Background: an optimization exercise with open tools, aiming at small area, a short achievable clock period and few clock cycles per item. Do not read the settings as production practice.
Function was checked by simulation only, so behaviour that the tests miss may differ from the original.

**flow/run.sh**
```bash
#!/bin/bash
# Standard layout, with repair_timing asked to leave a setup margin and the
# port buffers made with buf_2 cells (the SDC, clock period and every other
# setting are unchanged). make's output goes to standard_make.log; ORFS keeps
# each step's log under orfs/logs.
set -euo pipefail
export SETUP_SLACK_MARGIN=7.85
export BUFFER_PORTS_ARGS="-buffer_cell sky130_fd_sc_hd__buf_2"
bash standard.sh > standard_make.log 2>&1
```
**standard.sh**
```bash
#!/bin/bash
# synth_recipe.tcl (not shown) runs the flow's synth.tcl, then flattens the netlist and writes it again
# the make line also repeats each setting of config.mk as NAME=value (left out here)
make -C /OpenROAD-flow-scripts/flow DESIGN_CONFIG=/design/flow/config.mk WORK_HOME=/design/flow/orfs CLKGATE_MAP_FILE= SYNTH_SCRIPT=/design/flow/synth_recipe.tcl "${@:-finish}"
```
**config.mk**
```make
export PLATFORM = sky130hd
export DESIGN_NAME = aes128_core
export DESIGN_NICKNAME = aes128_core
export VERILOG_FILES = /design/flow/design.v
export SDC_FILE = /design/flow/constraint.sdc
export NUM_CORES = 4
export LEC_CHECK = 0
export ABC_AREA = 1
export CAP_MARGIN = 20
export CORE_MARGIN = 2
export CORE_UTILIZATION = 40
export SLEW_MARGIN = 20
```
**constraint.sdc**
```tcl
create_clock -name core_clock -period 12.0 [get_ports {clk}]
set_input_delay 2.4000 -clock core_clock [delete_from_list [all_inputs] [get_ports {clk}]]
set_output_delay 2.4000 -clock core_clock [all_outputs]
set_load 0.01 [all_outputs]
```
**design.v**
```verilog
`timescale 1ns / 1ps
module sbox(
	input  [7:0] data_i,
	output [7:0] data_o
	);
	wire L0, L1, L2, L3, L4, L5, L6, L7, L8, L9, L10, L11, L12, L13, L14, L15, L16, L17, L18, L19, L20, L21, L22, L23, L24, L25, L26, L27, L28, L29, M1, M2, M3, M4, M5, M6, M7, M8, M9, M10, M11, M12, M13, M14, M15, M16, M17, M18, M19, M20, M21, M22, M23, M24, M25, M26, M27, M28, M29, M30, M31, M32, M33, M34, M35, M36, M37, M38, M39, M40, M41, M42, M43, M44, M45, M46, M47, M48, M49, M50, M51, M52, M53, M54, M55, M56, M57, M58, M59, M60, M61, M62, M63, T1, T2, T3, T4, T5, T6, T7, T8, T9, T10, T11, T12, T13, T14, T15, T16, T17, T18, T19, T20, T21, T22, T23, T24, T25, T26, T27;
	wire U0, U1, U2, U3, U4, U5, U6, U7;
	wire S0, S1, S2, S3, S4, S5, S6, S7;
	assign U0 = data_i[7];
	assign U1 = data_i[6];
	assign U2 = data_i[5];
	assign U3 = data_i[4];
	assign U4 = data_i[3];
	assign U5 = data_i[2];
	assign U6 = data_i[1];
	assign U7 = data_i[0];
	assign T1 = U0 ^ U3;
	assign T2 = U0 ^ U5;
	assign T3 = U0 ^ U6;
	assign T4 = U3 ^ U5;
	assign T5 = U4 ^ U6;
	assign T6 = T1 ^ T5;
	assign T7 = U1 ^ U2;
	assign T8 = U7 ^ T6;
	assign T9 = U7 ^ T7;
	assign T10 = T6 ^ T7;
	assign T11 = U1 ^ U5;
	assign T12 = U2 ^ U5;
	assign T13 = T3 ^ T4;
	assign T14 = T6 ^ T11;
	assign T15 = T5 ^ T11;
	assign T16 = T5 ^ T12;
	assign T17 = T9 ^ T16;
	assign T18 = U3 ^ U7;
	assign T19 = T7 ^ T18;
	assign T20 = T1 ^ T19;
	assign T21 = U6 ^ U7;
	assign T22 = T7 ^ T21;
	assign T23 = T2 ^ T22;
	assign T24 = T2 ^ T10;
	assign T25 = T20 ^ T17;
	assign T26 = T3 ^ T16;
	assign T27 = T1 ^ T12;
	assign M1 = T13 & T6;
	assign M2 = T23 & T8;
	assign M3 = T14 ^ M1;
	assign M4 = T19 & U7;
	assign M5 = M4 ^ M1;
	assign M6 = T3 & T16;
	assign M7 = T22 & T9;
	assign M8 = T26 ^ M6;
	assign M9 = T20 & T17;
	assign M10 = M9 ^ M6;
	assign M11 = T1 & T15;
	assign M12 = T4 & T27;
	assign M13 = M12 ^ M11;
	assign M14 = T2 & T10;
	assign M15 = M14 ^ M11;
	assign M16 = M3 ^ M2;
	assign M17 = M5 ^ T24;
	assign M18 = M8 ^ M7;
	assign M19 = M10 ^ M15;
	assign M20 = M16 ^ M13;
	assign M21 = M17 ^ M15;
	assign M22 = M18 ^ M13;
	assign M23 = M19 ^ T25;
	assign M24 = M22 ^ M23;
	assign M25 = M22 & M20;
	assign M26 = M21 ^ M25;
	assign M27 = M20 ^ M21;
	assign M28 = M23 ^ M25;
	assign M29 = M28 & M27;
	assign M30 = M26 & M24;
	assign M31 = M20 & M23;
	assign M32 = M27 & M31;
	assign M33 = M27 ^ M25;
	assign M34 = M21 & M22;
	assign M35 = M24 & M34;
	assign M36 = M24 ^ M25;
	assign M37 = M21 ^ M29;
	assign M38 = M32 ^ M33;
	assign M39 = M23 ^ M30;
	assign M40 = M35 ^ M36;
	assign M41 = M38 ^ M40;
	assign M42 = M37 ^ M39;
	assign M43 = M37 ^ M38;
	assign M44 = M39 ^ M40;
	assign M45 = M42 ^ M41;
	assign M46 = M44 & T6;
	assign M47 = M40 & T8;
	assign M48 = M39 & U7;
	assign M49 = M43 & T16;
	assign M50 = M38 & T9;
	assign M51 = M37 & T17;
	assign M52 = M42 & T15;
	assign M53 = M45 & T27;
	assign M54 = M41 & T10;
	assign M55 = M44 & T13;
	assign M56 = M40 & T23;
	assign M57 = M39 & T19;
	assign M58 = M43 & T3;
	assign M59 = M38 & T22;
	assign M60 = M37 & T20;
	assign M61 = M42 & T1;
	assign M62 = M45 & T4;
	assign M63 = M41 & T2;
	assign L0 = M61 ^ M62;
	assign L1 = M50 ^ M56;
	assign L2 = M46 ^ M48;
	assign L3 = M47 ^ M55;
	assign L4 = M54 ^ M58;
	assign L5 = M49 ^ M61;
	assign L6 = M62 ^ L5;
	assign L7 = M46 ^ L3;
	assign L8 = M51 ^ M59;
	assign L9 = M52 ^ M53;
	assign L10 = M53 ^ L4;
	assign L11 = M60 ^ L2;
	assign L12 = M48 ^ M51;
	assign L13 = M50 ^ L0;
	assign L14 = M52 ^ M61;
	assign L15 = M55 ^ L1;
	assign L16 = M56 ^ L0;
	assign L17 = M57 ^ L1;
	assign L18 = M58 ^ L8;
	assign L19 = M63 ^ L4;
	assign L20 = L0 ^ L1;
	assign L21 = L1 ^ L7;
	assign L22 = L3 ^ L12;
	assign L23 = L18 ^ L2;
	assign L24 = L15 ^ L9;
	assign L25 = L6 ^ L10;
	assign L26 = L7 ^ L9;
	assign L27 = L8 ^ L10;
	assign L28 = L11 ^ L14;
	assign L29 = L11 ^ L17;
	assign S0 = L6 ^ L24;
	assign S1 = ~(L16 ^ L26);
	assign S2 = ~(L19 ^ L28);
	assign S3 = L6 ^ L21;
	assign S4 = L20 ^ L22;
	assign S5 = L25 ^ L29;
	assign S6 = ~(L13 ^ L27);
	assign S7 = ~(L6 ^ L23);
	assign data_o = {S0, S1, S2, S3, S4, S5, S6, S7};
endmodule
`timescale 1ns / 1ps
module aes128_core(
	input          clk,
	input          rst_n,      
	input          start,      
	input          decrypt,    
	input  [127:0] key,        
	input  [127:0] data_in,    
	output         ready,      
	output         done,       
	output [127:0] data_out
	);
	function [7:0] xt;           
		input [7:0] b;
		xt = {b[6:0], 1'b0} ^ (b[7] ? 8'h1b : 8'h00);
	endfunction
	function [7:0] ainv;         
		input [7:0] b;
		integer i;
		for (i = 0; i < 8; i = i + 1)
			ainv[i] = b[(i+2)%8] ^ b[(i+5)%8] ^ b[(i+7)%8];
	endfunction
	function [31:0] mixcol;      
		input [31:0] w;
		reg [7:0] a0, a1, a2, a3, s;
		begin
			a0 = w[7:0]; a1 = w[15:8]; a2 = w[23:16]; a3 = w[31:24];
			s  = a0 ^ a1 ^ a2 ^ a3;
			mixcol = {a3 ^ s ^ xt(a3 ^ a0), a2 ^ s ^ xt(a2 ^ a3),
			          a1 ^ s ^ xt(a1 ^ a2), a0 ^ s ^ xt(a0 ^ a1)};
		end
	endfunction
	function [31:0] precol;      
		input [31:0] w;
		reg [7:0] a0, a1, a2, a3, u, v;
		begin
			a0 = w[7:0]; a1 = w[15:8]; a2 = w[23:16]; a3 = w[31:24];
			u  = xt(xt(a0 ^ a2));
			v  = xt(xt(a1 ^ a3));
			precol = {a3 ^ v, a2 ^ u, a1 ^ v, a0 ^ u};
		end
	endfunction
	reg  [127:0] sa, sb;         
	reg  [127:0] ka, kb;         
	reg  [31:0]  kfb;
	reg  [127:0] out_q;
	reg          busy_a, busy_b, dec_a, dec_b;
	reg  [3:0]   r_a, r_b;       
	reg          rdy_q, done_q;
	reg  [3:0]   dec_ac, dec_bc, rdy_c;
	wire [15:0]  dec_av = {{4{dec_ac[3]}}, {4{dec_ac[2]}}, {4{dec_ac[1]}}, {4{dec_ac[0]}}};
	wire [15:0]  dec_bv = {{4{dec_bc[3]}}, {4{dec_bc[2]}}, {4{dec_bc[1]}}, {4{dec_bc[0]}}};
	wire [15:0]  rdy_v  = {{4{rdy_c[3]}}, {4{rdy_c[2]}}, {4{rdy_c[1]}}, {4{rdy_c[0]}}};
	wire last_a = dec_a ? (r_a == 4'd1) : (r_a == 4'd10);
	wire last_b = dec_b ? (r_b == 4'd1) : (r_b == 4'd10);
	wire r_a1 = (r_a == 4'd1), r_a10 = (r_a == 4'd10);
	wire r_b1 = (r_b == 4'd1), r_b10 = (r_b == 4'd10);
	wire [15:0] last_bv;
	assign ready    = rdy_q;
	assign done     = done_q;
	assign data_out = out_q;
	wire accept = start & rdy_q;
	wire [127:0] sbox_o;
	genvar gi;
	generate
		for (gi = 0; gi < 16; gi = gi + 1) begin : g_sb
			sbox u_sb(.data_i(sa[8*gi +: 8]), .data_o(sbox_o[8*gi +: 8]));
		end
	endgenerate
	wire [31:0] w0 = ka[31:0], w1 = ka[63:32], w2 = ka[95:64], w3 = ka[127:96];
	wire [31:0] ks_sb;
	generate
		for (gi = 0; gi < 4; gi = gi + 1) begin : g_ksb
			sbox u_ksb(.data_i(w3[8*gi +: 8]), .data_o(ks_sb[8*gi +: 8]));
		end
	endgenerate
	wire [31:0] kf = {ks_sb[7:0], ks_sb[31:24], ks_sb[23:16], ks_sb[15:8]};
	wire [7:0]  rc = {r_a == 4'd8, r_a == 4'd7, r_a == 4'd6 | r_a == 4'd10,
	                  r_a == 4'd5 | r_a == 4'd9 | r_a == 4'd10, r_a == 4'd4 | r_a == 4'd9,
	                  r_a == 4'd3 | r_a == 4'd10, r_a == 4'd2 | r_a == 4'd9 | r_a == 4'd10,
	                  r_a == 4'd1 | r_a == 4'd9};
	wire [31:0] c0 = w0 ^ {24'h0, rc};
	wire [31:0] c1 = c0 ^ w1;
	wire [31:0] c2 = c1 ^ w2;
	wire [31:0] c3 = c2 ^ w3;
	wire [127:0] kc_d = {w3, w2 ^ w1, w1 ^ w0, c0};
	wire [127:0] kc_e = {c3, c2, c1, c0};
	wire [127:0] kc;
	wire [127:0] v, x, t, m, y, rk, st, sa_next, ka_next;
	genvar gr, gc;
	generate
		for (gi = 0; gi < 16; gi = gi + 1) begin : g_byte
			wire db = dec_bv[gi];
			assign last_bv[gi] = db ? r_b1 : r_b10;
			assign kc[8*gi +: 8] = dec_av[gi] ? kc_d[8*gi +: 8] : kc_e[8*gi +: 8];
			assign rk[8*gi +: 8] = kb[8*gi +: 8] ^ ((gi < 4 || !db) ? kfb[8*(gi%4) +: 8] : 8'h00);
			assign v[8*gi +: 8] = db ? (ainv(sb[8*gi +: 8]) ^ 8'h05) : sb[8*gi +: 8];
			assign x[8*gi +: 8] = v[8*gi +: 8] ^ rk[8*gi +: 8];
			assign y[8*gi +: 8] = m[8*gi +: 8] ^ (db ? 8'h00 : rk[8*gi +: 8]);
			wire sel_ld = rdy_v[gi];
			wire sel_x  = ~rdy_v[gi] & last_bv[gi];
			wire sel_y  = ~rdy_v[gi] & ~last_bv[gi];
			assign st[8*gi +: 8] = {8{sel_ld}} & (data_in[8*gi +: 8] ^ key[8*gi +: 8])
			                     | {8{sel_x}} & x[8*gi +: 8] | {8{sel_y}} & y[8*gi +: 8];
			if (gi >= 12) begin : g_kt
				assign ka_next[8*gi +: 8] = rdy_v[gi]
					? (decrypt ? key[8*gi +: 8] ^ key[8*gi-32 +: 8] : key[8*gi +: 8])
					: (db ? rk[8*gi +: 8] ^ rk[8*gi-32 +: 8] : rk[8*gi +: 8]);
			end else begin : g_kn
				assign ka_next[8*gi +: 8] = rdy_v[gi] ? key[8*gi +: 8] : rk[8*gi +: 8];
			end
		end
		for (gi = 0; gi < 4; gi = gi + 1) begin : g_mix
			wire [31:0] pc = precol(x[32*gi +: 32]);
			for (gr = 0; gr < 4; gr = gr + 1) begin : g_t
				assign t[32*gi+8*gr +: 8] = dec_bv[4*gi+gr] ? pc[8*gr +: 8] : v[32*gi+8*gr +: 8];
			end
			assign m[32*gi +: 32] = mixcol(t[32*gi +: 32]);
		end
		for (gc = 0; gc < 4; gc = gc + 1) begin : g_col
			for (gr = 0; gr < 4; gr = gr + 1) begin : g_row
				wire [7:0] be = st[8*(4*((gc+gr)%4)+gr) +: 8];       
				wire [7:0] bd = st[8*(4*((gc+4-gr)%4)+gr) +: 8];     
				wire ld_dec = rdy_v[4*gc+gr] ? decrypt : dec_bv[4*gc+gr];
				assign sa_next[8*(4*gc+gr) +: 8] = ld_dec ? (ainv(bd) ^ 8'h05) : be;
			end
		end
	endgenerate
	always @(posedge clk) begin
		sa    <= sa_next;
		sb    <= sbox_o;
		ka    <= ka_next;
		kb    <= kc;
		kfb   <= kf;
		out_q <= x;     
		dec_b <= dec_a;
		r_b   <= r_a;
		dec_bc <= dec_ac;
		dec_ac <= rdy_c & {4{decrypt}} | ~rdy_c & dec_bc;
		if (rdy_q) begin
			dec_a <= decrypt;
			r_a   <= decrypt ? 4'd10 : 4'd1;
		end else begin
			dec_a <= dec_b;
			r_a   <= dec_b ? r_b - 4'd1 : r_b + 4'd1;
		end
	end
	always @(posedge clk) begin
		if (!rst_n) begin
			busy_a <= 1'b0;
			busy_b <= 1'b0;
			rdy_q  <= 1'b1;
			rdy_c  <= 4'hf;
			done_q <= 1'b0;
		end else begin
			busy_a <= accept | (busy_b & ~last_b);
			busy_b <= busy_a;
			rdy_q  <= ~busy_a | last_a;
			rdy_c  <= ~{4{busy_a}} | dec_ac & {4{r_a1}} | ~dec_ac & {4{r_a10}};
			done_q <= busy_b & last_b;
		end
	end
endmodule
```
==> results.cfg <==
[routing]
routed_via_density = 5.35
dr.pass1.iters = 7
wl_per_cell_um = 22.3
drc = 0
ant_nets = 0
vias = 80100
drt_iter0_markers = 8473
finalWirelength_mm = 334

[setup_path]
crit_chain = buf_2, xnor2_1, o22ai_1, inv_1, nand2_4, nand2_1, nand3_1, nand3_1, o21ai_0
critPathLaunchType = input port
crit_path_max_incr_delay_ps = 940
cp.arrival_ps = 4670
critPathMostFrequentCell = nand3_1
critPathCaptureType = flip-flop
path_max_fanout = 5
critPathSlowestCell = xnor2_1
critPathKind = in2reg
crit_required_ps = 12560

[clocking]
ctsHoldBuffers = 0
cts_made_buffers = 91
clk_pin_slew_ps = 60
clkLatencyLatePin_ps = 750
cts.sinks = 698
cts_buffer_depth = 3
htreeDepth = 3
root_buffer = clkbuf_16
cts_tree = yes

[yosys]
synth_cell_type_count = 53
synthArstFlopShare_pct = 0
seq_area_frac_synth_pct = 19.7
synth_edf_count = 0
synth_area_um2 = 71000
yosysWarnings = 1
synthCells = 12000
syn-num-nets = 12300
yosys_most_used_dff = dfxtp_1
synth.avg_cell_area_um2 = 5.89
ys_ff_latch = 698

[cells_and_area]
final_cells = 15000
final_area_um2 = 86300
layout-drive-gt1-share_pct = 15.8
nets = 12800
final_util_pct = 49.0
syn2layout_area_growth_pct = 21.6

[placement]
gp_congestion = 1.07
placed_area_um2 = 75300
place_inst = 14600
hpwl_mm = 267
place_ws_ps = 6460
io_buffer_count = 389

[global_route]
grt.overflow.total = 0
antenna_found_initial = 26
grt_pass1_wl_mm = 469
grt_max_degree = 70
grt_usage_pct = 34.9
grt_pass1_vias = 71800

[floorplanning]
num_rows = 154
die-width_um = 425
dieArea_um2 = 181000
start_util_pct = 40.3
dieHeight_um = 425
num_io_pins = 390
core_area_um2 = 176000

[timing]
drv_slew = 0
final-setup-viol-count = 0
period_needed_ps = 4110
clock_skew_ps = 48.2
final_hold_viol_count = 0
worstMarginPinSlew_ps = 1200
fin_crit_sh_pct = 34.2
max_freq_mhz = 243
rsz0062_at_grt = true
tns_ps = 0
setup_ws_ps = 7890
max-slew-margin-rel_pct = 19.2

[hold_path]
min_path_type = reg2reg

[job]
maxCapViolCount = 0

[outcome]
run_status = no timing/DRC/antenna violations
==> cells in the final DEF, fill, tap and decap left out, drive strengths merged, types with 12 or more instances in the layout <==
master	synthesis	final
or2	81	81
ha	44	44
nand3b	65	65
o211ai	16	16
clkinv	4	22
clkbuf	145	121
nor3	34	34
o21bai	66	66
xor2	1168	1168
bufinv	0	19
a21o	13	13
buf	89	619
a21oi	71	71
xnor3	12	12
inv	1349	1358
xnor2	665	665
dfxtp	698	698
o22ai	157	157
nor2	541	541
nand2	4969	4969
nand3	1317	1317
nand4	41	41
o21ai	462	462
==> cells by family (layout without fill, tap and decap cells) <==
logic type               Yosys count  after routing  synth area share (%)
other                              0             11                     0
adder cells (fa/ha/maj)           44             44                 0.776
XOR/XNOR                        1851           1851                  23.8
buffers and inverters           1587           2155                  8.58
AO/OA/AOI/OAI                    802            802                  6.40
AND/OR/NAND/NOR                 7062           7062                  40.8
flip-flops                       698            698                  19.7
==> cell type report <==
cell class,instances,area [um2]
fill,18500,89800
multi-input combinational,9759,55900
clock inverter,52,875
tap,2340,2930
antenna,11,27.5
clock buffer,114,2500
inverter,1353,5150
sequential,698,14300
timing repair buffer,632,4540
timing repair inverter,4,37.5
==> critical path, delay by kind of cell <==
kind	cells	cell delay, ps
AOI/OAI and AO/OA	2	530
xor gates and xnor gates	1	940
buffers and inverters	2	420
and+or+nand+nor	4	360
==> state kept, by name, indices dropped and copies added (netlist names) <==
signal  flops
out_q     128
busy_a      1
dec_bc      4
busy_b      1
dec_a       1
dec_b       1
kb        128
sa        128
rdy_q       1
r_b         4
done_q      1
ka        128
sb        128
kfb        32
r_a         4
rdy_c       4
dec_ac      4
==> metrics by stage <==
stage / hold slack [ps]
floorplan: 329
global placement: 362
detailed placement: 363
CTS: 374
global route: 390
finish: 372
==> routing by layer <==
layer  GRT usage (%)  part of all wire [%]  vias to the layer above
met3            5.44                   8.9                      725
met1            45.7                    41                    37200
li1                -                     -                    38300
met2            53.9                    43                     3794
met5               0                 0.031                        -
met4            20.6                   7.1                       16
==> cell usage after synthesis (46+ instances only) <==
master / n / area share, %
a21oi_1: 71 / 0.50
buf_2: 58 / 0.41
clkbuf_1: 139 / 0.74
dfxtp_1: 698 / 20
inv_1: 1328 / 7.0
nand2_1: 4932 / 26
nand3_1: 1317 / 9.3
nand3b_1: 65 / 0.69
nor2_1: 531 / 2.8
o21ai_0: 405 / 2.9
o21ai_1: 46 / 0.32
o21bai_1: 65 / 0.69
o22ai_1: 157 / 1.4
or2_2: 65 / 0.57
xnor2_1: 640 / 7.9
xor2_1: 1137 / 14
==> what timing repair did <==
action | 4_1_cts | 5_1_grt
cloned | 14 | 9
gates resized for setup | 353 | 980
setup buffers | 25 | 154
pin swaps | 9 | 185
endpoints found under the setup margin | 193 | 288
==> path summary, 6_finish.rpt <==
path                  start      to  cells after the start  slack (ps)
setup / recovery   key[123]  sa[92]                      9        7890
hold / removal        dec_a   dec_b                      0         370
setup reg to reg  dec_bc[1]  sa[77]                     30        7910
hold reg to reg       dec_a   dec_b                      0         370
Testbench counts, summed over its fixed seeds: cycles 5,144, items 512.

port drivers added, routing unchanged:
How much do the figures lean on ideal ports? The routed layout below was timed once more, with nothing changed but the port constraints. Step 1 assumes that a clkbuf_16 drives the clock port and a buf_2 every other input. Step 2 moves the port delays by t, midway between the first and last clock arrival at a register: inputs arrive t later, outputs are due t later. That takes back most of the time a late clock gives input paths. Three values: no drivers, after step 1, after step 2; two values: the first two.
t (ns): 0.819
setup WS [ns]: 7.891 / 7.895 / 7.076
hold WS [ns]: 0.372 / 0.372 / 0.372
latest minus earliest clock arrival (ns): 0.056 / 0.055
worst data-port slew with drivers (ns): 0.14
After both steps this run still meets setup and hold. For this run, drivers alone change the setup slack by +0.004 ns; drivers and shift together by -0.815 ns.
